Source: an optimization exercise on an open RTL-to-GDS flow (aim: small area). Production flows keep margins and buffers that such runs may drop.
The RTL was checked by simulation tests, not by an equivalence proof against the original design.
Power and IR drop assume default switching activity.

==> flow/design.v <==
module dff
  #(parameter [0:0] reset_val_p = 1'b0)
  (input [0:0] clk_i
  ,input [0:0] reset_i  
  ,input [0:0] d_i
  ,input [0:0] en_i
  ,output [0:0] q_o);
   logic [0:0] q_r;
   always_ff @(posedge clk_i) begin
      if(reset_i) begin  
	q_r <= reset_val_p;
      end else if (en_i) begin
	q_r <= d_i;
      end
   end
   assign q_o = q_r;
endmodule
module inv
  (input [0:0] a_i
  ,output [0:0] b_o);
   assign b_o = ~a_i;
endmodule
module mux2
  (input [0:0] a_i
  ,input [0:0] b_i
  ,input [0:0] select_i
  ,output [0:0] c_o);
  logic [0:0] c_l;
  always_comb begin
    c_l = a_i;
    if (select_i) begin
    c_l = b_i;
    end
  end
  assign c_o = c_l;
endmodule
module hex2ssd
  (input [3:0] hex_i
  ,output [6:0] ssd_o
  );
logic [6:0] ssd_l;
always_comb begin
  case (hex_i)
  4'h0 : ssd_l = 7'b1000000;  
  4'h1 : ssd_l = 7'b1111001;  
  4'h2 : ssd_l = 7'b0100100;  
  4'h3 : ssd_l = 7'b0110000;  
  4'h4 : ssd_l = 7'b0011001;  
  4'h5 : ssd_l = 7'b0010010;  
  4'h6 : ssd_l = 7'b0000010;  
  4'h7 : ssd_l = 7'b1111000;  
  4'h8 : ssd_l = 7'b0000000;  
  4'h9 : ssd_l = 7'b0011000;  
  4'hA : ssd_l = 7'b0001000;  
  4'hB : ssd_l = 7'b0000011;  
  4'hC : ssd_l = 7'b1000110;  
  4'hD : ssd_l = 7'b0100001;  
  4'hE : ssd_l = 7'b0000110;  
  4'hF : ssd_l = 7'b0001110;  
  default: ssd_l = 7'b1111111; 
  endcase
end
assign ssd_o = ssd_l;
endmodule
module counter
  #(parameter width_p = 4,
    /*verilator lint_off WIDTHTRUNC*/
    parameter [width_p-1:0] reset_val_p = '0)
    /*verilator lint_on WIDTHTRUNC*/
   (input [0:0] clk_i
   ,input [0:0] reset_i
   ,input [0:0] up_i
   ,input [0:0] down_i
   ,output [width_p-1:0] count_o);
   logic [width_p-1:0] count_l;
  always_ff @(posedge clk_i) begin
    if (reset_i)
      count_l <= reset_val_p;
    else if (up_i && !down_i)
      count_l <= count_l + 1'b1;
    else if (!up_i && down_i)
      count_l <= count_l - 1'b1;
    else
      count_l <= count_l;
  end
  assign count_o = count_l;
endmodule
module counter_sat
  #(parameter width_p = 4,
    /*verilator lint_off WIDTHTRUNC*/
    parameter [width_p-1:0] reset_val_p = '0,
    parameter [width_p-1:0] sat_val_p = '0
    )
    /*verilator lint_on WIDTHTRUNC*/
   (input [0:0] clk_i
   ,input [0:0] reset_i
   ,input [0:0] up_i
   ,input [0:0] down_i
   ,output [width_p-1:0] count_o);
  logic [width_p-1:0] count_l;
  always_ff @(posedge clk_i) begin
    if (reset_i)
      count_l <= reset_val_p;
    else if ((up_i && !down_i) && (count_l != sat_val_p))
      count_l <= count_l + 1'b1;
    else if ((!up_i && down_i) && (count_l != {width_p{1'b0}}))
      count_l <= count_l - 1'b1;
    else
      count_l <= count_l;
  end
  assign count_o = count_l;
endmodule
module debounce
  #(parameter min_delay_p = 4
    )
   (input [0:0] clk_i
   ,input [0:0] reset_i
   ,input [0:0] button_i
   ,output [0:0] button_o);
  wire [$clog2(min_delay_p):0] count_l;
  counter_sat
    #(.width_p($clog2(min_delay_p)+1),
      .reset_val_p(0),
      .sat_val_p(min_delay_p)
    )
  counter_sat_inst (
    .clk_i(clk_i),
    .reset_i(reset_i),
    .up_i(button_i),
    .down_i(~button_i),
    .count_o(count_l)
  );
  assign button_o = (count_l == (($clog2(min_delay_p)+1)'(min_delay_p)));
endmodule
module detect_edge
   (input [0:0] clk_i
   ,input [0:0] reset_i
   ,input [0:0] button_i
   ,output [0:0] button_o
   ,output [0:0] unbutton_o
   );
   logic [0:0] button_l;
   logic [0:0] unbutton_l;
   logic [0:0] prevbutton_l;
   always_ff @(posedge clk_i) begin
      if (reset_i) begin
         prevbutton_l <= 1'b0;
         button_l <= 1'b0;
         unbutton_l <= 1'b0;
      end
      else begin
         button_l <= (button_i && !prevbutton_l);
         unbutton_l <= (!button_i && prevbutton_l);
         prevbutton_l <= button_i;
      end
   end
   assign button_o = button_l;
   assign unbutton_o = unbutton_l;
endmodule
module top
  (input [0:0] clk_12mhz_i
  ,input [0:0] reset_n_async_unsafe_i
  ,input [3:1] button_async_unsafe_i
  ,output [7:0] ssd_o
  ,output [5:1] led_o);
   logic [0:0] btn1_st_r_0;
   logic [0:0] btn1_st_r_1;
   logic [0:0] btn1_st_r_2;
   logic [0:0] btn1_st_r_3;
   logic [0:0] btn2_st_r_0;
   logic [0:0] btn2_st_r_1;
   logic [0:0] btn2_st_r_2;
   logic [0:0] count_r_0;
   logic [0:0] count_r_1;
   logic [0:0] count_r_2;
   logic [0:0] count_r_3;
   logic [0:0] count_r_4;
   logic [0:0] count_r_5;
   logic [0:0] count_r_6;
   logic [0:0] count_r_7;
   logic [0:0] reset_n_sync_r;
   logic [0:0] reset_r;
   logic [0:0] thi_r_0;
   logic [0:0] thi_r_1;
   logic [0:0] thi_r_2;
   logic [0:0] thi_r_3;
   logic [0:0] thi_r_4;
   logic [0:0] thi_r_5;
   logic [0:0] thi_r_6;
   logic [0:0] thi_r_7;
   logic [0:0] thi_r_8;
   logic [0:0] tlo_r_0;
   logic [0:0] tlo_r_1;
   logic [0:0] tlo_r_10;
   logic [0:0] tlo_r_11;
   logic [0:0] tlo_r_12;
   logic [0:0] tlo_r_2;
   logic [0:0] tlo_r_3;
   logic [0:0] tlo_r_4;
   logic [0:0] tlo_r_5;
   logic [0:0] tlo_r_6;
   logic [0:0] tlo_r_7;
   logic [0:0] tlo_r_8;
   logic [0:0] tlo_r_9;
   wire [0:0] n20;
   wire [0:0] n22;
   wire [0:0] n23;
   wire [0:0] n25;
   wire [0:0] n27;
   wire [0:0] n29;
   wire [0:0] n31;
   wire [0:0] n33;
   wire [0:0] n35;
   wire [0:0] n37;
   wire [0:0] n39;
   wire [0:0] n41;
   wire [0:0] n43;
   wire [0:0] n45;
   wire [0:0] n47;
   wire [0:0] n49;
   wire [0:0] n51;
   wire [0:0] n53;
   wire [0:0] n55;
   wire [0:0] n56;
   wire [0:0] n61;
   wire [0:0] n62;
   wire [0:0] n63;
   wire [0:0] n64;
   wire [0:0] n66;
   wire [0:0] n67;
   wire [0:0] n68;
   wire [0:0] n69;
   wire [0:0] n70;
   wire [0:0] n73;
   wire [0:0] n74;
   wire [0:0] n75;
   wire [0:0] n76;
   wire [0:0] n77;
   wire [0:0] n78;
   wire [0:0] n79;
   wire [0:0] n80;
   wire [0:0] n81;
   wire [0:0] n82;
   wire [0:0] n83;
   wire [0:0] n84;
   wire [0:0] n85;
   wire [0:0] n86;
   wire [0:0] n87;
   wire [0:0] n88;
   wire [0:0] n89;
   wire [0:0] n90;
   wire [0:0] n91;
   wire [0:0] n92;
   wire [0:0] n93;
   wire [0:0] n94;
   wire [0:0] n95;
   wire [0:0] n96;
   wire [0:0] n97;
   wire [0:0] n98;
   wire [0:0] n99;
   wire [0:0] n100;
   wire [0:0] n101;
   wire [0:0] n102;
   wire [0:0] n103;
   wire [0:0] n104;
   wire [0:0] n105;
   wire [0:0] n106;
   wire [0:0] n107;
   wire [0:0] n108;
   wire [0:0] n109;
   wire [0:0] n110;
   wire [0:0] n111;
   wire [0:0] n112;
   wire [0:0] n113;
   wire [0:0] n114;
   wire [0:0] n115;
   wire [0:0] n116;
   wire [0:0] n117;
   wire [0:0] n118;
   wire [0:0] n119;
   wire [0:0] n120;
   wire [0:0] n122;
   wire [0:0] n123;
   wire [0:0] n124;
   wire [0:0] n125;
   wire [0:0] n126;
   wire [0:0] n127;
   wire [0:0] n128;
   wire [0:0] n130;
   wire [0:0] n131;
   wire [0:0] n133;
   wire [0:0] n134;
   wire [0:0] n135;
   wire [0:0] n136;
   wire [0:0] n137;
   wire [0:0] n138;
   wire [0:0] n139;
   wire [0:0] n140;
   wire [0:0] n141;
   wire [0:0] n142;
   wire [0:0] n143;
   wire [0:0] n144;
   wire [0:0] n145;
   wire [0:0] n147;
   wire [0:0] n149;
   wire [0:0] n151;
   wire [0:0] n153;
   wire [0:0] n155;
   wire [0:0] n157;
   wire [0:0] n159;
   wire [0:0] n160;
   wire [0:0] n161;
   wire [0:0] n162;
   wire [0:0] n163;
   wire [0:0] n164;
   wire [0:0] n165;
   wire [0:0] n166;
   wire [0:0] n167;
   wire [0:0] n168;
   wire [0:0] n169;
   wire [0:0] n170;
   wire [0:0] n171;
   wire [0:0] n172;
   wire [0:0] n173;
   wire [0:0] n174;
   wire [0:0] n175;
   wire [0:0] n176;
   wire [0:0] n177;
   wire [0:0] n178;
   wire [0:0] n179;
   wire [0:0] n180;
   wire [0:0] n181;
   wire [0:0] n182;
   wire [0:0] n184;
   wire [0:0] n185;
   wire [0:0] n186;
   wire [0:0] n187;
   wire [0:0] n188;
   wire [0:0] n189;
   wire [0:0] n190;
   wire [0:0] n191;
   wire [0:0] n192;
   wire [0:0] n193;
   wire [0:0] n194;
   wire [0:0] n195;
   wire [0:0] n196;
   wire [0:0] n197;
   wire [0:0] n198;
   wire [0:0] n199;
   wire [0:0] n200;
   wire [0:0] n201;
   wire [0:0] n202;
   wire [0:0] n203;
   wire [0:0] n204;
   wire [0:0] n205;
   wire [0:0] n206;
   wire [0:0] n207;
   wire [0:0] n208;
   wire [0:0] n209;
   wire [0:0] n210;
   wire [0:0] n211;
   always_ff @(posedge clk_12mhz_i) btn1_st_r_0 <= n182;
   always_ff @(posedge clk_12mhz_i) btn1_st_r_1 <= n181;
   always_ff @(posedge clk_12mhz_i) btn1_st_r_2 <= n179;
   always_ff @(posedge clk_12mhz_i) btn1_st_r_3 <= n191;
   always_ff @(posedge clk_12mhz_i) btn2_st_r_0 <= n189;
   always_ff @(posedge clk_12mhz_i) btn2_st_r_1 <= n187;
   always_ff @(posedge clk_12mhz_i) btn2_st_r_2 <= n204;
   always_ff @(posedge clk_12mhz_i) count_r_0 <= n118;
   always_ff @(posedge clk_12mhz_i) count_r_1 <= n114;
   always_ff @(posedge clk_12mhz_i) count_r_2 <= n110;
   always_ff @(posedge clk_12mhz_i) count_r_3 <= n106;
   always_ff @(posedge clk_12mhz_i) count_r_4 <= n102;
   always_ff @(posedge clk_12mhz_i) count_r_5 <= n211;
   always_ff @(posedge clk_12mhz_i) count_r_6 <= n208;
   always_ff @(posedge clk_12mhz_i) count_r_7 <= n202;
   always_ff @(posedge clk_12mhz_i) reset_n_sync_r <= reset_n_async_unsafe_i[0];
   always_ff @(posedge clk_12mhz_i) reset_r <= n55;
   always_ff @(posedge clk_12mhz_i) thi_r_0 <= n175;
   always_ff @(posedge clk_12mhz_i) thi_r_1 <= n173;
   always_ff @(posedge clk_12mhz_i) thi_r_2 <= n171;
   always_ff @(posedge clk_12mhz_i) thi_r_3 <= n169;
   always_ff @(posedge clk_12mhz_i) thi_r_4 <= n167;
   always_ff @(posedge clk_12mhz_i) thi_r_5 <= n165;
   always_ff @(posedge clk_12mhz_i) thi_r_6 <= n163;
   always_ff @(posedge clk_12mhz_i) thi_r_7 <= n161;
   always_ff @(posedge clk_12mhz_i) thi_r_8 <= n193;
   always_ff @(posedge clk_12mhz_i) tlo_r_0 <= n143;
   always_ff @(posedge clk_12mhz_i) tlo_r_1 <= n131;
   always_ff @(posedge clk_12mhz_i) tlo_r_10 <= n120;
   always_ff @(posedge clk_12mhz_i) tlo_r_11 <= n119;
   always_ff @(posedge clk_12mhz_i) tlo_r_12 <= n194;
   always_ff @(posedge clk_12mhz_i) tlo_r_2 <= n130;
   always_ff @(posedge clk_12mhz_i) tlo_r_3 <= n128;
   always_ff @(posedge clk_12mhz_i) tlo_r_4 <= n127;
   always_ff @(posedge clk_12mhz_i) tlo_r_5 <= n126;
   always_ff @(posedge clk_12mhz_i) tlo_r_6 <= n125;
   always_ff @(posedge clk_12mhz_i) tlo_r_7 <= n124;
   always_ff @(posedge clk_12mhz_i) tlo_r_8 <= n123;
   always_ff @(posedge clk_12mhz_i) tlo_r_9 <= n122;
   cell_inv u0 (.A(btn1_st_r_2), .Y(n20));
   cell_inv u1 (.A(btn1_st_r_1), .Y(n22));
   cell_inv u2 (.A(thi_r_0), .Y(n23));
   cell_inv u3 (.A(count_r_5), .Y(n25));
   cell_inv u4 (.A(count_r_1), .Y(n27));
   cell_inv u5 (.A(count_r_6), .Y(n29));
   cell_inv u6 (.A(btn2_st_r_0), .Y(n31));
   cell_inv u7 (.A(btn2_st_r_2), .Y(n33));
   cell_inv u8 (.A(tlo_r_0), .Y(n35));
   cell_inv u9 (.A(tlo_r_3), .Y(n37));
   cell_inv u10 (.A(tlo_r_2), .Y(n39));
   cell_inv u11 (.A(tlo_r_5), .Y(n41));
   cell_inv u12 (.A(tlo_r_4), .Y(n43));
   cell_inv u13 (.A(tlo_r_7), .Y(n45));
   cell_inv u14 (.A(tlo_r_6), .Y(n47));
   cell_inv u15 (.A(tlo_r_9), .Y(n49));
   cell_inv u16 (.A(tlo_r_10), .Y(n51));
   cell_inv u17 (.A(tlo_r_12), .Y(n53));
   cell_inv u18 (.A(reset_n_sync_r), .Y(n55));
   cell_inv u19 (.A(reset_r), .Y(n56));
   cell_and2 u20 (.A(btn1_st_r_3), .B(btn1_st_r_0), .X(led_o[4]));
   cell_a31oi u21 (.A1(btn1_st_r_3), .A2(btn1_st_r_0), .A3(btn1_st_r_2), .B1(n22), .Y(led_o[2]));
   cell_o22ai u22 (.A1(count_r_0), .A2(n23), .B1(count_r_4), .B2(thi_r_0), .Y(n61));
   cell_inv u23 (.A(n61), .Y(n62));
   cell_o22ai u24 (.A1(thi_r_0), .A2(count_r_5), .B1(n23), .B2(count_r_1), .Y(n63));
   cell_inv u25 (.A(n63), .Y(n64));
   cell_nand2 u26 (.A(thi_r_0), .B(count_r_2), .Y(n66));
   cell_o21ai u27 (.A1(thi_r_0), .A2(n29), .B1(n66), .Y(n67));
   cell_nor2 u28 (.A(n63), .B(n67), .Y(n68));
   cell_nor2 u29 (.A(n62), .B(n68), .Y(n69));
   cell_and2 u30 (.A(n63), .B(n67), .X(n70));
   cell_o22ai u31 (.A1(thi_r_0), .A2(count_r_7), .B1(n23), .B2(count_r_3), .Y(n73));
   cell_inv u32 (.A(n73), .Y(n74));
   cell_nand2 u33 (.A(n70), .B(n73), .Y(n75));
   cell_inv u34 (.A(n75), .Y(n76));
   cell_o21ai u35 (.A1(n70), .A2(n73), .B1(n75), .Y(n77));
   cell_nor2 u36 (.A(n69), .B(n77), .Y(ssd_o[5]));
   cell_inv u37 (.A(ssd_o[5]), .Y(n78));
   cell_nor2 u38 (.A(n62), .B(n78), .Y(n79));
   cell_a31o u39 (.A1(n67), .A2(n74), .A3(n78), .B1(n79), .X(ssd_o[2]));
   cell_o21ai u40 (.A1(n68), .A2(n70), .B1(n62), .Y(n80));
   cell_nor2 u41 (.A(n69), .B(n79), .Y(n81));
   cell_o21ai u42 (.A1(n76), .A2(n81), .B1(n80), .Y(n82));
   cell_inv u43 (.A(n82), .Y(ssd_o[3]));
   cell_nor2 u44 (.A(n61), .B(n74), .Y(n83));
   cell_inv u45 (.A(n83), .Y(n84));
   cell_o21ai u46 (.A1(n64), .A2(n82), .B1(n84), .Y(ssd_o[4]));
   cell_nand2 u47 (.A(n62), .B(n74), .Y(n85));
   cell_nand3 u48 (.A(n67), .B(n85), .C(n82), .Y(n86));
   cell_o21ai u49 (.A1(n63), .A2(n85), .B1(n86), .Y(ssd_o[1]));
   cell_nor2 u50 (.A(n64), .B(n77), .Y(n87));
   cell_nor2 u51 (.A(n84), .B(n87), .Y(n88));
   cell_a31oi u52 (.A1(n80), .A2(n84), .A3(n75), .B1(n88), .Y(ssd_o[0]));
   cell_o21a u53 (.A1(n83), .A2(n87), .B1(n80), .X(ssd_o[6]));
   cell_nand2 u54 (.A(n22), .B(btn1_st_r_0), .Y(n89));
   cell_nand3 u55 (.A(n22), .B(btn1_st_r_0), .C(btn1_st_r_2), .Y(n90));
   cell_nor2 u56 (.A(btn2_st_r_0), .B(n33), .Y(n91));
   cell_nand2 u57 (.A(n90), .B(n91), .Y(n92));
   cell_or3 u58 (.A(count_r_0), .B(n92), .C(count_r_1), .X(n93));
   cell_or3 u59 (.A(count_r_2), .B(n93), .C(count_r_3), .X(n94));
   cell_nor2 u60 (.A(n90), .B(n91), .Y(n95));
   cell_nand2 u61 (.A(count_r_0), .B(n95), .Y(n96));
   cell_nand4 u62 (.A(count_r_0), .B(n95), .C(count_r_1), .D(count_r_2), .Y(n97));
   cell_nand2b u63 (.A_N(n97), .B(count_r_3), .Y(n98));
   cell_nand2 u64 (.A(n94), .B(n98), .Y(n99));
   cell_nand2 u65 (.A(count_r_4), .B(n99), .Y(n100));
   cell_o21ai u66 (.A1(count_r_4), .A2(n99), .B1(n100), .Y(n101));
   cell_nor2 u67 (.A(reset_r), .B(n101), .Y(n102));
   cell_o21ai u68 (.A1(count_r_2), .A2(n93), .B1(n97), .Y(n103));
   cell_nand2 u69 (.A(count_r_3), .B(n103), .Y(n104));
   cell_o21ai u70 (.A1(count_r_3), .A2(n103), .B1(n104), .Y(n105));
   cell_nor2 u71 (.A(reset_r), .B(n105), .Y(n106));
   cell_o21ai u72 (.A1(n27), .A2(n96), .B1(n93), .Y(n107));
   cell_nand2 u73 (.A(count_r_2), .B(n107), .Y(n108));
   cell_o21ai u74 (.A1(count_r_2), .A2(n107), .B1(n108), .Y(n109));
   cell_nor2 u75 (.A(reset_r), .B(n109), .Y(n110));
   cell_o21ai u76 (.A1(count_r_0), .A2(n92), .B1(n96), .Y(n111));
   cell_nand2 u77 (.A(count_r_1), .B(n111), .Y(n112));
   cell_o21ai u78 (.A1(count_r_1), .A2(n111), .B1(n112), .Y(n113));
   cell_nor2 u79 (.A(reset_r), .B(n113), .Y(n114));
   cell_o21ai u80 (.A1(n90), .A2(n91), .B1(n92), .Y(n115));
   cell_nand2 u81 (.A(count_r_0), .B(n115), .Y(n116));
   cell_o21ai u82 (.A1(count_r_0), .A2(n115), .B1(n116), .Y(n117));
   cell_nor2 u83 (.A(reset_r), .B(n117), .Y(n118));
   cell_nor2 u84 (.A(n51), .B(reset_r), .Y(n119));
   cell_nor2 u85 (.A(n49), .B(reset_r), .Y(n120));
   cell_and2 u86 (.A(tlo_r_8), .B(n56), .X(n122));
   cell_nor2 u87 (.A(n45), .B(reset_r), .Y(n123));
   cell_nor2 u88 (.A(n47), .B(reset_r), .Y(n124));
   cell_nor2 u89 (.A(n41), .B(reset_r), .Y(n125));
   cell_nor2 u90 (.A(n43), .B(reset_r), .Y(n126));
   cell_nor2 u91 (.A(n37), .B(reset_r), .Y(n127));
   cell_nor2 u92 (.A(n39), .B(reset_r), .Y(n128));
   cell_and2 u93 (.A(tlo_r_1), .B(n56), .X(n130));
   cell_nor2 u94 (.A(n35), .B(reset_r), .Y(n131));
   cell_nor2 u95 (.A(tlo_r_8), .B(tlo_r_11), .Y(n133));
   cell_nand4 u96 (.A(n41), .B(n43), .C(n45), .D(n47), .Y(n134));
   cell_or4 u97 (.A(tlo_r_0), .B(tlo_r_3), .C(tlo_r_1), .D(tlo_r_2), .X(n135));
   cell_nor2 u98 (.A(n134), .B(n135), .Y(n136));
   cell_nand4 u99 (.A(n49), .B(n51), .C(n133), .D(n136), .Y(n137));
   cell_nand3 u100 (.A(n37), .B(n137), .C(n35), .Y(n138));
   cell_o21ai u101 (.A1(n35), .A2(n37), .B1(n138), .Y(n139));
   cell_o22ai u102 (.A1(tlo_r_2), .A2(tlo_r_12), .B1(n39), .B2(n53), .Y(n140));
   cell_nand2 u103 (.A(n139), .B(n140), .Y(n141));
   cell_o21ai u104 (.A1(n139), .A2(n140), .B1(n141), .Y(n142));
   cell_nor2 u105 (.A(reset_r), .B(n142), .Y(n143));
   cell_nor2 u106 (.A(n53), .B(n137), .Y(n144));
   cell_and2 u107 (.A(thi_r_0), .B(n144), .X(n145));
   cell_and3 u108 (.A(thi_r_0), .B(n144), .C(thi_r_1), .X(n147));
   cell_and2 u109 (.A(thi_r_2), .B(n147), .X(n149));
   cell_and2 u110 (.A(thi_r_3), .B(n149), .X(n151));
   cell_and2 u111 (.A(thi_r_4), .B(n151), .X(n153));
   cell_and2 u112 (.A(thi_r_5), .B(n153), .X(n155));
   cell_and3 u113 (.A(thi_r_5), .B(n153), .C(thi_r_6), .X(n157));
   cell_and2 u114 (.A(thi_r_7), .B(n157), .X(n159));
   cell_o21ai u115 (.A1(thi_r_7), .A2(n157), .B1(n56), .Y(n160));
   cell_nor2 u116 (.A(n159), .B(n160), .Y(n161));
   cell_o21ai u117 (.A1(thi_r_6), .A2(n155), .B1(n56), .Y(n162));
   cell_nor2 u118 (.A(n157), .B(n162), .Y(n163));
   cell_o21ai u119 (.A1(thi_r_5), .A2(n153), .B1(n56), .Y(n164));
   cell_nor2 u120 (.A(n155), .B(n164), .Y(n165));
   cell_o21ai u121 (.A1(thi_r_4), .A2(n151), .B1(n56), .Y(n166));
   cell_nor2 u122 (.A(n153), .B(n166), .Y(n167));
   cell_o21ai u123 (.A1(thi_r_3), .A2(n149), .B1(n56), .Y(n168));
   cell_nor2 u124 (.A(n151), .B(n168), .Y(n169));
   cell_o21ai u125 (.A1(thi_r_2), .A2(n147), .B1(n56), .Y(n170));
   cell_nor2 u126 (.A(n149), .B(n170), .Y(n171));
   cell_o21ai u127 (.A1(thi_r_1), .A2(n145), .B1(n56), .Y(n172));
   cell_nor2 u128 (.A(n147), .B(n172), .Y(n173));
   cell_o21ai u129 (.A1(thi_r_0), .A2(n144), .B1(n56), .Y(n174));
   cell_nor2 u130 (.A(n145), .B(n174), .Y(n175));
   cell_o21ai u131 (.A1(n20), .A2(btn1_st_r_0), .B1(btn1_st_r_3), .Y(n176));
   cell_nand2 u132 (.A(button_async_unsafe_i[1]), .B(n56), .Y(n177));
   cell_o21ai u133 (.A1(reset_r), .A2(n176), .B1(n177), .Y(n178));
   cell_o311a u134 (.A1(n20), .A2(btn1_st_r_1), .A3(btn1_st_r_3), .B1(n178), .C1(n89), .X(n179));
   cell_o2111a u135 (.A1(btn1_st_r_3), .A2(btn1_st_r_0), .B1(n22), .C1(n56), .D1(n176), .X(n180));
   cell_o21a u136 (.A1(btn1_st_r_0), .A2(button_async_unsafe_i[1]), .B1(n180), .X(n181));
   cell_o21a u137 (.A1(led_o[4]), .A2(n180), .B1(n178), .X(n182));
   cell_nor2 u138 (.A(btn2_st_r_1), .B(n33), .Y(n184));
   cell_nand2 u139 (.A(n31), .B(n33), .Y(n185));
   cell_o21ai u140 (.A1(button_async_unsafe_i[2]), .A2(n184), .B1(n185), .Y(n186));
   cell_nor2 u141 (.A(reset_r), .B(n186), .Y(n187));
   cell_o22ai u142 (.A1(btn2_st_r_1), .A2(button_async_unsafe_i[2]), .B1(n31), .B2(btn2_st_r_2), .Y(n188));
   cell_nor2 u143 (.A(reset_r), .B(n188), .Y(n189));
   cell_o21ai u144 (.A1(n20), .A2(btn1_st_r_1), .B1(n176), .Y(n190));
   cell_a31o u145 (.A1(button_async_unsafe_i[1]), .A2(n56), .A3(n190), .B1(n180), .X(n191));
   cell_nor2 u146 (.A(thi_r_8), .B(n159), .Y(n192));
   cell_a311oi u147 (.A1(thi_r_7), .A2(n157), .A3(thi_r_8), .B1(reset_r), .C1(n192), .Y(n193));
   cell_and2 u148 (.A(tlo_r_11), .B(n56), .X(n194));
   cell_nand2b u149 (.A_N(n98), .B(count_r_4), .Y(n195));
   cell_nor2 u150 (.A(n25), .B(n195), .Y(n196));
   cell_o21ai u151 (.A1(count_r_4), .A2(n94), .B1(n195), .Y(n197));
   cell_and3 u152 (.A(n25), .B(n197), .C(n91), .X(n198));
   cell_a22o u153 (.A1(count_r_6), .A2(n196), .B1(n29), .B2(n198), .X(n199));
   cell_nand2 u154 (.A(count_r_7), .B(n199), .Y(n200));
   cell_o21ai u155 (.A1(count_r_7), .A2(n199), .B1(n200), .Y(n201));
   cell_nor2 u156 (.A(reset_r), .B(n201), .Y(n202));
   cell_o21ai u157 (.A1(button_async_unsafe_i[2]), .A2(n185), .B1(btn2_st_r_1), .Y(n203));
   cell_nor2 u158 (.A(reset_r), .B(n203), .Y(n204));
   cell_nor2 u159 (.A(n196), .B(n198), .Y(n205));
   cell_nand2 u160 (.A(n29), .B(n205), .Y(n206));
   cell_o21ai u161 (.A1(n29), .A2(n205), .B1(n206), .Y(n207));
   cell_nor2 u162 (.A(reset_r), .B(n207), .Y(n208));
   cell_nand2 u163 (.A(count_r_5), .B(n197), .Y(n209));
   cell_o21ai u164 (.A1(count_r_5), .A2(n197), .B1(n209), .Y(n210));
   cell_nor2 u165 (.A(reset_r), .B(n210), .Y(n211));
   assign ssd_o[7] = thi_r_0;
   assign led_o[1] = reset_r;
   assign led_o[3] = thi_r_0;
   assign led_o[5] = thi_r_8;
endmodule
module cell_a22o (input [0:0] A1, input [0:0] A2, input [0:0] B1, input [0:0] B2, output [0:0] X);
   assign X = (B1&B2) | (A1&A2);
endmodule
module cell_a311oi (input [0:0] A1, input [0:0] A2, input [0:0] A3, input [0:0] B1, input [0:0] C1, output [0:0] Y);
   assign Y = (~A1&~B1&~C1) | (~A2&~B1&~C1) | (~A3&~B1&~C1);
endmodule
module cell_a31o (input [0:0] A1, input [0:0] A2, input [0:0] A3, input [0:0] B1, output [0:0] X);
   assign X = (A1&A2&A3) | (B1);
endmodule
module cell_a31oi (input [0:0] A1, input [0:0] A2, input [0:0] A3, input [0:0] B1, output [0:0] Y);
   assign Y = (~A1&~B1) | (~A2&~B1) | (~A3&~B1);
endmodule
module cell_and2 (input [0:0] A, input [0:0] B, output [0:0] X);
   assign X = (A&B);
endmodule
module cell_and3 (input [0:0] A, input [0:0] B, input [0:0] C, output [0:0] X);
   assign X = (A&B&C);
endmodule
module cell_inv (input [0:0] A, output [0:0] Y);
   assign Y = (~A);
endmodule
module cell_nand2 (input [0:0] A, input [0:0] B, output [0:0] Y);
   assign Y = (~A) | (~B);
endmodule
module cell_nand2b (input [0:0] A_N, input [0:0] B, output [0:0] Y);
   assign Y = (A_N) | (~B);
endmodule
module cell_nand3 (input [0:0] A, input [0:0] B, input [0:0] C, output [0:0] Y);
   assign Y = (~A) | (~B) | (~C);
endmodule
module cell_nand4 (input [0:0] A, input [0:0] B, input [0:0] C, input [0:0] D, output [0:0] Y);
   assign Y = (~A) | (~B) | (~C) | (~D);
endmodule
module cell_nor2 (input [0:0] A, input [0:0] B, output [0:0] Y);
   assign Y = (~A&~B);
endmodule
module cell_o2111a (input [0:0] A1, input [0:0] A2, input [0:0] B1, input [0:0] C1, input [0:0] D1, output [0:0] X);
   assign X = (A1&B1&C1&D1) | (A2&B1&C1&D1);
endmodule
module cell_o21a (input [0:0] A1, input [0:0] A2, input [0:0] B1, output [0:0] X);
   assign X = (A1&B1) | (A2&B1);
endmodule
module cell_o21ai (input [0:0] A1, input [0:0] A2, input [0:0] B1, output [0:0] Y);
   assign Y = (~A1&~A2) | (~B1);
endmodule
module cell_o22ai (input [0:0] A1, input [0:0] A2, input [0:0] B1, input [0:0] B2, output [0:0] Y);
   assign Y = (~B1&~B2) | (~A1&~A2);
endmodule
module cell_o311a (input [0:0] A1, input [0:0] A2, input [0:0] A3, input [0:0] B1, input [0:0] C1, output [0:0] X);
   assign X = (A1&B1&C1) | (A2&B1&C1) | (A3&B1&C1);
endmodule
module cell_or3 (input [0:0] A, input [0:0] B, input [0:0] C, output [0:0] X);
   assign X = (A) | (B) | (C);
endmodule
module cell_or4 (input [0:0] A, input [0:0] B, input [0:0] C, input [0:0] D, output [0:0] X);
   assign X = (A) | (B) | (C) | (D);
endmodule
==> flow/run.sh <==
#!/bin/bash
# synth_recipe.tcl (not shown) runs the flow's synth.tcl, then flattens the netlist and writes it again
# the make line also repeats each setting of config.mk as NAME=value (left out here)
make -C /OpenROAD-flow-scripts/flow DESIGN_CONFIG=/design/flow/config.mk WORK_HOME=/design/flow/orfs CLKGATE_MAP_FILE= SYNTH_SCRIPT=/design/flow/synth_recipe.tcl finish
==> flow/config.mk <==
export PLATFORM = sky130hd
export DESIGN_NAME = top
export DESIGN_NICKNAME = top
export VERILOG_FILES = /design/flow/design.v
export SDC_FILE = /design/flow/constraint.sdc
export NUM_CORES = 4
export LEC_CHECK = 0
export CAP_MARGIN = 20
export CORE_MARGIN = 2
export CORE_UTILIZATION = 40
export CTS_BUF_LIST = sky130_fd_sc_hd__clkbuf_4
export CTS_CLUSTER_DIAMETER = 100
export CTS_CLUSTER_SIZE = 10
export SLEW_MARGIN = 20
export SYNTH_HIERARCHICAL = 1
export SYNTH_MINIMUM_KEEP_SIZE = 0
==> flow/constraint.sdc <==
create_clock -name core_clock -period 10.0 [get_ports {clk_12mhz_i}]
set_input_delay 2.0000 -clock core_clock [delete_from_list [all_inputs] [get_ports {clk_12mhz_i}]]
set_output_delay 2.0000 -clock core_clock [all_outputs]
set_load 0.01 [all_outputs]
==> flow_metrics.py, run 1 <==
metrics = {
    "status": {
        "status": "timing/DRC/antenna clean",
    },
    "synthesis": {
        "netlist_instances": 209,
        "synthDistinctLibCells": 21,
        "syn_area_sq_um": 1599,
        "yosys_warnings": 7,
        "seq_area_frac_synth_pct": 48.83,
        "ys_ff_latch": 39,
        "synth.avg_cell_area_sq_um": 7.651,
        "yosys.area.top_type": "dfxtp_1",
        "synth_area_leaders": "dfxtp_1, nor2_1, o21ai_1, inv_1, and2_1",
        "yosys.area.top_type_share_pct": 48.83,
        "syn_nets": 214,
    },
    "grt": {
        "grt_usage_pct": 13.80,
        "grt_max_degree": 26,
        "gr-total-overflow": 0,
        "antenna_found_initial": 0,
        "grt_pass1_wl_um": 4623,
        "grt_pass1_vias": 1105,
    },
    "placed_design": {
        "gp_congestion": 0.7698,
        "port_buffers": 16,
        "place_hpwl_um": 1862,
    },
    "floorplanning": {
        "rows": 22,
        "die_area_sq_um": 4519,
        "io_pins": 18,
        "initial_core_util_pct": 42.71,
        "die_w_um": 67.23,
        "coreArea_sq_um": 3744,
        "die_h_um": 67.23,
    },
    "finish": {
        "drive_gt1_share_pct": 3.057,
        "diodes": 0,
        "fillers": 401,
        "nNetsFinal": 233,
        "area_growth_syn_to_layout_pct": 15.49,
    },
    "sta": {
        "slew_viol_final": 0,
        "period_needed_ns": 4.995,
        "hold_ws_ns": 0.3676,
        "clock.fmax_mhz": 200.2,
        "rsz0062_at_grt": "false",
        "skew_ns": 0.009661,
        "relSlewSlack_pct": 42.86,
        "post-route-period-util_pct": 49.95,
        "setup_viol": 0,
        "hold_violations": 0,
        "setup_tns_ns": 0,
        "worstMarginPinSlew_ns": 0.8560,
    },
    "clock_tree": {
        "insertion_delay_ns": 0.34,
        "hold_buffers": 0,
        "cts_tree": "built",
        "cts_resized": 0,
        "numCtsBuffers": 5,
        "post_cts_buffers": 0,
        "clk_pin_slew_ns": 0.12,
        "htreeDepth": 2,
        "root_buffer": "clkbuf_4",
        "ctsLongestPathBuffers": 2,
        "cts_sinks": 39,
    },
    "route": {
        "vias_per_cell": 4.646,
        "ant_nets": 0,
        "dr.pass1.iters": 4,
        "vias": 1287,
        "wl_per_cell_um": 9.332,
        "met3_length_um": 110,
        "drc": 0,
        "finalWirelength_um": 2585,
        "wl_met1_um": 1362,
        "wl_met2_um": 1094,
        "drt_iter0_drc": 57,
        "highest_layer": "met4",
    },
    "worst_setup_path": {
        "crit_arrival_ns": 2.99,
        "path_buf_inv": 3,
        "critPathMaxStageDelay_ns": 0.55,
        "cp.required_ns": 8.00,
        "cp_top_family": "buffers and inverters",
        "path_cells": "inv_1, o22ai_1, and2_1, o21ai_1, nor2_1, inv_1, nor2_1, nor2_1, o21ai_1, nand3_1, o21ai_1, clkdlybuf4s50_1",
        "crit_path_end_kind": "primary output",
        "critPathSlowestCell": "clkdlybuf4s50_1",
        "crit_type": "reg -> out",
        "path_max_fanout": 11,
        "start_kind": "flop",
    },
    "run": {
        "cap_violations": 0,
    },
    "power": {
        "powerDensity_nw_per_um2": 143.9,
        "power.static_leakage_nw": 0.7467,
        "peakVddDrop_mv": 0.09353,
    },
    "hold_path": {
        "min_path_type": "reg -> reg",
    },
}
placed cells by master (no fill, tap or decap), drive strengths merged:
| cell | instances |
|---|---|
| nand4 | 3 |
| dfxtp | 39 |
| clkinvlp | 1 |
| or3 | 2 |
| o22ai | 5 |
| o311a | 1 |
| and3 | 3 |
| a311oi | 1 |
| a22o | 1 |
| clkbuf | 5 |
| o2111a | 1 |
| nand2 | 18 |
| inv | 27 |
| clkinv | 2 |
| a31oi | 2 |
| and2 | 11 |
| nor2 | 46 |
| o21a | 3 |
| nand3 | 3 |
| clkdlybuf4s50 | 16 |
| o21ai | 34 |
| nand2b | 2 |
| or4 | 1 |
| a31o | 2 |
through the flow:
stage                     util [%]  area [sq um]  power [mW]  setup WS (ns)  std cells
final                        49.33          1847      0.2657          5.005        277
after global routing         49.33          1847      0.2829          4.647        277
after CTS                    49.33          1847      0.2705          4.972        277
after detailed placement     47.79          1789      0.1903          5.388        269
after global placement       47.79          1789      0.1901          5.413        269
after floorplan                  -          1599      0.1828          6.059        209
Yosys cell counts (all sizes together):
master / number
nand3: 3
a31oi: 2
nand2b: 2
nor2: 46
nand4: 3
inv: 27
dfxtp: 39
buf: 4
nand2: 18
and3: 3
and2: 11
o21a: 3
o311a: 1
a22o: 1
or3: 2
o22ai: 5
o21ai: 34
a31o: 2
a311oi: 1
or4: 1
o2111a: 1
layout make-up:
class,instances,area (sq um),share of cell area [%]
clock inverter,3,20.02,1.084
sequential,39,780.7,42.28
clock buffer,5,37.54,2.033
timing repair buffer,16,160.2,8.672
inverter,27,101.3,5.488
tap,48,60.06,3.252
multi-input combinational,139,686.9,37.20
worst paths after layout:
kind / startpoint / endpoint / slack (ns) / depth (start not counted)
min reg2reg: reset_n_sync_r / reset_r / 0.37 / 1
max reg2reg: tlo_r_3 / thi_r_8 / 7.27 / 12
max: thi_r_0 / ssd_o[1] / 5.01 / 12
min: reset_n_sync_r / reset_r / 0.37 / 1
cell families after synthesis:
family / after synthesis / share of synthesized area (%)
AO/OA/AOI/OAI: 50 / 18.31
flip-flops: 39 / 48.83
AND/OR/NAND/NOR: 89 / 24.65
buffers and inverters: 31 / 8.216
Yosys stat by module (local to each module, per instance), excerpt:
module / cell area [sq um] / flops+latches
top: 810.8 / 39
cell_o2111a: 11.26 / 0
cell_o311a: 10.01 / 0
cell_a22o: 8.758 / 0
cell_nand2b: 6.256 / 0
cell_a31oi: 6.256 / 0
cell_or3: 6.256 / 0
cell_o22ai: 6.256 / 0
cell_nor2: 3.754 / 0
cell_nand2: 3.754 / 0
metal layers:
metal | vias up | GRT usage, %
li1 | 731 | -
met1 | 535 | 17.27
met2 | 19 | 20.54
met3 | 2 | 6.500
met4 | 0 | 5.357
met5 | - | 0
where the power goes:
group,internal (mW),leakage (nW),switching (mW)
sequential,0.160,0.316,0.00501
combinational,0.0103,0.401,0.0109
clock,0.0270,0.0288,0.0522
==> run 2, diff against run 1 <==
--- a/flow/config.mk
+++ b/flow/config.mk
@@ -9,8 +9,8 @@
 export CORE_MARGIN = 2
 export CORE_UTILIZATION = 40
 export CTS_BUF_LIST = sky130_fd_sc_hd__clkbuf_4
-export CTS_CLUSTER_DIAMETER = 100
-export CTS_CLUSTER_SIZE = 10
+export CTS_CLUSTER_DIAMETER = 200
+export CTS_CLUSTER_SIZE = 50
 export SLEW_MARGIN = 20
 export SYNTH_HIERARCHICAL = 1
 export SYNTH_MINIMUM_KEEP_SIZE = 0
==> run 2 against run 1 <==
Effect of this change:
- global-route usage stayed put
- sequential share of layout area stayed put
- critical path type unchanged
- highest routed layer unchanged
- clock skew stayed put
- utilization stayed put
- via count stayed put
- maximum frequency stayed put
- cell area stayed put
- non-clock buffer count stayed put
==> flow_metrics.py, run 2 <==
metrics = {
    "finish": {
        "area_growth_syn_to_layout_pct": 15.49,
        "mostFrequentLayoutCells": "nor2_1, dfxtp_1, o21ai_1",
        "mostFrequentLayoutCell": "nor2_1",
        "final_cells": 277,
        "register_area_sq_um": 780.7,
        "fillers": 401,
        "fin_area_sq_um": 1847,
        "drive_gt1_share_pct": 3.057,
        "multi_input_area_sq_um": 686.9,
        "final_core_util_pct": 49.33,
        "diodes": 0,
        "nNetsFinal": 233,
    },
    "status": {
        "status": "timing/DRC/antenna clean",
    },
    "route": {
        "wl_per_cell_um": 9.332,
        "vias": 1287,
        "ant_nets": 0,
        "vias_per_cell": 4.646,
        "drt_iter0_drc": 57,
        "dr.pass1.iters": 4,
        "finalWirelength_um": 2585,
        "drc": 0,
    },
    "worst_setup_path": {
        "regToRegSetupSlack_ns": 7.27,
        "start_kind": "flop",
        "crit_path_end_kind": "primary output",
        "path_max_fanout": 11,
        "crit_type": "reg -> out",
        "r2r_start": "tlo_r_3",
        "crit_arrival_ns": 2.99,
        "worstReg2RegEnd": "thi_r_8",
        "cp.required_ns": 8.00,
        "r2r_cells": 12,
    },
    "synthesis": {
        "ys.flop_type": "dfxtp_1",
        "seq_area_frac_synth_pct": 48.83,
        "ys_top_cells_by_count": "nor2_1, dfxtp_1, o21ai_1, inv_1, nand2_1",
        "synth_edf_count": 0,
        "yosys_warnings": 7,
        "synth_most_common_cell": "nor2_1",
        "ys_ff_latch": 39,
        "synthDistinctLibCells": 21,
        "yosys.area.top_type": "dfxtp_1",
        "syn_nets": 214,
        "yosys.area.top_type_share_pct": 48.83,
        "synth.avg_cell_area_sq_um": 7.651,
        "syn_area_sq_um": 1599,
        "async_flop_share_pct": 0,
        "synth_area_leaders": "dfxtp_1, nor2_1, o21ai_1, inv_1, and2_1",
        "netlist_instances": 209,
    },
    "grt": {
        "gr-total-overflow": 0,
        "grt_usage_pct": 13.80,
        "grt_max_degree": 26,
        "grt_pass1_vias": 1105,
        "antenna_found_initial": 0,
        "grt_pass1_wl_um": 4623,
    },
    "floorplanning": {
        "initial_core_util_pct": 42.71,
        "rows": 22,
        "coreArea_sq_um": 3744,
        "die_w_um": 67.23,
        "die_area_sq_um": 4519,
        "io_pins": 18,
        "die_h_um": 67.23,
    },
    "sta": {
        "period_needed_ns": 4.995,
        "clock.fmax_mhz": 200.2,
        "hold_ws_ns": 0.3676,
        "relSlewSlack_pct": 42.86,
        "setup_viol": 0,
        "worstMarginPinSlew_ns": 0.8560,
        "rsz0062_at_grt": "false",
        "skew_ns": 0.009661,
        "slew_viol_final": 0,
        "post-route-period-util_pct": 49.95,
        "hold_violations": 0,
        "setup_tns_ns": 0,
    },
    "hold_path": {
        "min_to": "reset_r",
        "hp-start": "reset_n_sync_r",
        "hold_depth": 1,
        "min_path_type": "reg -> reg",
    },
    "power": {
        "peakVddDrop_mv": 0.09353,
        "powerDensity_nw_per_um2": 143.9,
        "power.static_leakage_nw": 0.7467,
    },
    "clock_tree": {
        "root_buffer": "clkbuf_4",
        "clk_pin_slew_ns": 0.12,
        "hold_buffers": 0,
        "cts_tree": "built",
        "insertion_delay_ns": 0.34,
        "ctsLongestPathBuffers": 2,
        "cts_resized": 0,
        "htreeDepth": 2,
        "post_cts_buffers": 0,
        "cts_sinks": 39,
        "numCtsBuffers": 5,
    },
    "placed_design": {
        "dpl_cell_area_sq_um": 1789,
        "port_buffers": 16,
        "place_inst": 269,
        "gp_congestion": 0.7698,
        "place_hpwl_um": 1862,
    },
    "run": {
        "cap_violations": 0,
    },
}
run 2: cell counts after synthesis:
Identical to the previous run, type by type.
run 2: layout make-up:
| cell class | instances | area share (%) |
|---|---|---|
| Clock buffer | 5 | 2.033 |
| Clock inverter | 3 | 1.084 |
| Inverter | 27 | 5.488 |
| Multi-Input combinational cell | 139 | 37.20 |
| Sequential cell | 39 | 42.28 |
| Tap cell | 48 | 3.252 |
| Timing Repair Buffer | 16 | 8.672 |
run 2: power breakdown:
group          leakage, nW  internal [mW]  switching (mW)
sequential           0.316          0.160         0.00501
clock               0.0288         0.0270          0.0522
combinational        0.401         0.0103          0.0109
total                0.747          0.198          0.0681
run 2: per-layer routing:
metal	wire [um]	up-vias	global-route usage, %
met3	110	2	6.500
met2	1094	19	20.54
li1	-	731	-
met1	1362	535	17.27
met4	18	0	5.357
met5	0	-	0
run 2: per-module statistics from Yosys (local to each module, per instance), a selection:
module,area (sq um),copies in the design,cells
cell_a311oi,8.758,1,1
cell_o21ai,5.005,34,1
cell_a22o,8.758,1,1
cell_or4,7.507,1,1
cell_nand2,3.754,18,1
cell_inv,3.754,27,1
cell_nand4,6.256,3,1
cell_and2,6.256,11,1
cell_o311a,10.01,1,1
cell_o2111a,11.26,1,1
cell_a31o,8.758,2,1
cell_and3,6.256,3,1
cell_a31oi,6.256,2,1
cell_or3,6.256,2,1
cell_o21a,7.507,3,1
run 2: worst max-delay path: stages (launching register included):
cell and delay [ns]:
dfxtp_1 0.54, inv_1 0.12, o22ai_1 0.32, and2_1 0.22
o21ai_1 0.09, nor2_1 0.15, inv_1 0.07, nor2_1 0.13
nor2_1 0.06, o21ai_1 0.22, nand3_1 0.10, o21ai_1 0.08
clkdlybuf4s50_1 0.55
run 2: worst max-delay path by stage:
| stage | startpoint | to | slack (ns) |
|---|---|---|---|
| floorplan | thi_r_0 | ssd_o[1] | 6.06 |
| global placement | thi_r_0 | ssd_o[1] | 5.41 |
| detailed placement | thi_r_0 | ssd_o[1] | 5.39 |
| CTS | thi_r_0 | ssd_o[1] | 4.97 |
| global route | thi_r_0 | ssd_o[1] | 4.65 |
| finish | thi_r_0 | ssd_o[1] | 5.01 |
run 2: metrics by stage:
step                setup slack, ns  total power, mW
global route                  4.647           0.2829
finish                        5.005           0.2657
global placement              5.413           0.1901
floorplan                     6.059           0.1828
detailed placement            5.388           0.1903
CTS                           4.972           0.2705
run 2: logic make-up after synthesis:
kind of cell | after synthesis | share of synthesized area, %
and+or+nand+nor | 89 | 24.65
AOI/OAI and AO/OA | 50 | 18.31
DFF | 39 | 48.83
buffers and inverters | 31 | 8.216
==> run 3, diff against run 2 <==
--- a/flow/config.mk
+++ b/flow/config.mk
@@ -7,7 +7,7 @@
 export LEC_CHECK = 0
 export CAP_MARGIN = 20
 export CORE_MARGIN = 2
-export CORE_UTILIZATION = 40
+export CORE_UTILIZATION = 30
 export CTS_BUF_LIST = sky130_fd_sc_hd__clkbuf_4
 export CTS_CLUSTER_DIAMETER = 200
 export CTS_CLUSTER_SIZE = 50
==> run 3 against run 2 <==
Effect of this change:
- still clean on timing, DRC and antenna
- flip-flop and latch count unchanged
- routed wire length rose by 4.4%
- maximum frequency is 1.3% higher
- combinational power barely moved
- synthesized area did not move
- worst hold slack improved by 0.0017 ns
- worst setup slack better by 0.062 ns
- sequential share of layout area down 0.62 points
- via count grew 2.2%
- largest power group unchanged
- highest routed layer unchanged
==> flow_metrics.py, run 3 <==
metrics = {
    "floorplanning": {
        "io_pins": 18,
        "die_area_sq_um": 5930,
        "die_h_um": 77.01,
        "coreArea_sq_um": 5140,
        "initial_core_util_pct": 31.11,
        "rows": 26,
        "die_w_um": 77.01,
    },
    "grt": {
        "grt_pass1_wl_um": 4919,
        "grt_max_degree": 26,
        "grt_pass1_vias": 1208,
        "antenna_found_initial": 0,
        "grt_usage_pct": 10.17,
        "gr-total-overflow": 0,
    },
    "synthesis": {
        "synth_most_common_cell": "nor2_1",
        "synthDistinctLibCells": 21,
        "syn_area_sq_um": 1599,
        "seq_area_frac_synth_pct": 48.83,
        "netlist_instances": 209,
        "yosys.area.top_type": "dfxtp_1",
        "synth_edf_count": 0,
        "synth_area_leaders": "dfxtp_1, nor2_1, o21ai_1, inv_1, and2_1",
        "ys_top_cells_by_count": "nor2_1, dfxtp_1, o21ai_1, inv_1, nand2_1",
        "ys.flop_type": "dfxtp_1",
        "synth.avg_cell_area_sq_um": 7.651,
        "async_flop_share_pct": 0,
        "ys_ff_latch": 39,
        "syn_nets": 214,
        "yosys_warnings": 7,
        "yosys.area.top_type_share_pct": 48.83,
    },
    "power": {
        "powerDensity_nw_per_um2": 142.2,
        "p_total_mw": 0.2665,
        "power.static_leakage_nw": 0.7540,
        "peakVddDrop_mv": 0.08678,
    },
    "finish": {
        "final_cells": 299,
        "final_core_util_pct": 36.47,
        "diodes": 0,
        "fillers": 597,
        "mostFrequentLayoutCell": "nor2_1",
        "nNetsFinal": 233,
        "fin_area_sq_um": 1874,
        "mostFrequentLayoutCells": "nor2_1, dfxtp_1, o21ai_1",
        "drive_gt1_share_pct": 3.493,
        "area_growth_syn_to_layout_pct": 17.21,
    },
    "sta": {
        "clock.fmax_mhz": 202.7,
        "slew_viol_final": 0,
        "setup_tns_ns": 0,
        "period_needed_ns": 4.933,
        "setup_viol": 0,
        "rsz0062_at_grt": "false",
        "worstMarginPinSlew_ns": 0.8609,
        "hold_ws_ns": 0.3693,
        "hold_violations": 0,
        "relSlewSlack_pct": 42.53,
        "post-route-period-util_pct": 49.33,
        "layout_setup_ws_ns": 5.067,
        "skew_ns": 0.008341,
    },
    "clock_tree": {
        "clk_pin_slew_ns": 0.11,
        "htreeDepth": 2,
        "ctsLongestPathBuffers": 2,
        "insertion_delay_ns": 0.33,
        "post_cts_buffers": 0,
        "numCtsBuffers": 5,
        "cts_resized": 0,
        "hold_buffers": 0,
        "cts_tree": "built",
        "root_buffer": "clkbuf_4",
        "cts_sinks": 39,
    },
    "route": {
        "wl_met2_um": 1162,
        "ant_nets": 0,
        "wl_per_cell_um": 9.030,
        "vias_per_cell": 4.398,
        "finalWirelength_um": 2700,
        "wl_met1_um": 1392,
        "vias": 1315,
        "highest_layer": "met4",
        "met3_length_um": 115,
        "dr.pass1.iters": 4,
        "drt_iter0_drc": 41,
        "drc": 0,
    },
    "worst_setup_path": {
        "crit_start": "thi_r_0",
        "path_cells": "inv_1, o22ai_1, and2_1, o21ai_1, nor2_1, inv_1, nor2_1, nor2_1, o21ai_1, nand3_1, o21ai_1, clkdlybuf4s50_1",
        "critPathMaxStageDelay_ns": 0.54,
        "r2r_start": "tlo_r_3",
        "worstReg2RegEnd": "thi_r_8",
        "cp_top_family": "buffers and inverters",
        "path_buf_inv": 3,
        "worstSetupEndpoint": "ssd_o[1]",
        "critical_path_depth": 12,
        "critPathSlowestCell": "dfxtp_1",
        "crit_arrival_ns": 2.93,
        "path_max_fanout": 11,
        "crit_type": "reg -> out",
        "start_kind": "flop",
        "cp.required_ns": 8.00,
        "crit_path_end_kind": "primary output",
        "r2r_cells": 12,
        "regToRegSetupSlack_ns": 7.26,
    },
    "placed_design": {
        "gp_congestion": 0.7310,
        "dpl_cell_area_sq_um": 1817,
        "place_hpwl_um": 1967,
        "place_inst": 291,
        "port_buffers": 16,
        "dp_slack_ns": 5.428,
    },
    "hold_path": {
        "min_path_type": "reg -> reg",
        "hp-start": "reset_n_sync_r",
    },
    "run": {
        "cap_violations": 0,
    },
    "status": {
        "status": "timing/DRC/antenna clean",
    },
}
==> run 3: layer usage <==
layer,up-vias,track usage (%)
met5,-,0
met4,0,4.286
met3,2,3.882
met2,19,16.75
met1,566,11.81
li1,728,-
==> run 3: layout make-up <==
cell class | count | area, sq um | area share [%]
Multi-Input combinational cell | 139 | 686.9 | 36.65
Inverter | 27 | 101.3 | 5.407
Clock buffer | 7 | 52.55 | 2.804
Clock inverter | 1 | 5.005 | 0.2670
Tap cell | 70 | 87.58 | 4.673
Timing Repair Buffer | 16 | 160.2 | 8.545
Sequential cell | 39 | 780.7 | 41.66
==> run 3: worst min-delay path by stage <==
stage | depth (start not counted) | end | slack (ns)
5_1_grt | 1 | reset_r | 0.38
2_1_floorplan | 1 | reset_r | 0.34
3_5_place_dp | 1 | reset_r | 0.35
4_1_cts | 1 | reset_r | 0.37
3_3_place_gp | 1 | reset_r | 0.34
6_report | 1 | reset_r | 0.37
==> run 3: kinds of logic after synthesis <==
group                  Yosys count  share of synthesized area, %
buffers and inverters           31                         8.216
AO/OA/AOI/OAI                   50                         18.31
AND/OR/NAND/NOR                 89                         24.65
flip-flops                      39                         48.83
==> run 3: per-module statistics from Yosys, one instance, submodules excluded, a selection <==
| module | times used | area (sq um) | flip-flops and latches |
|---|---|---|---|
| cell_a31o | 2 | 8.758 | 0 |
| cell_a311oi | 1 | 8.758 | 0 |
| cell_nand2 | 18 | 3.754 | 0 |
| cell_o22ai | 5 | 6.256 | 0 |
| cell_and3 | 3 | 6.256 | 0 |
| cell_or4 | 1 | 7.507 | 0 |
| cell_a31oi | 2 | 6.256 | 0 |
| cell_a22o | 1 | 8.758 | 0 |
==> run 3: report_power, final <==
part	internal, mW	switching [mW]
Sequential	0.160	0.00507
Combinational	0.0103	0.0108
Clock	0.0329	0.0471
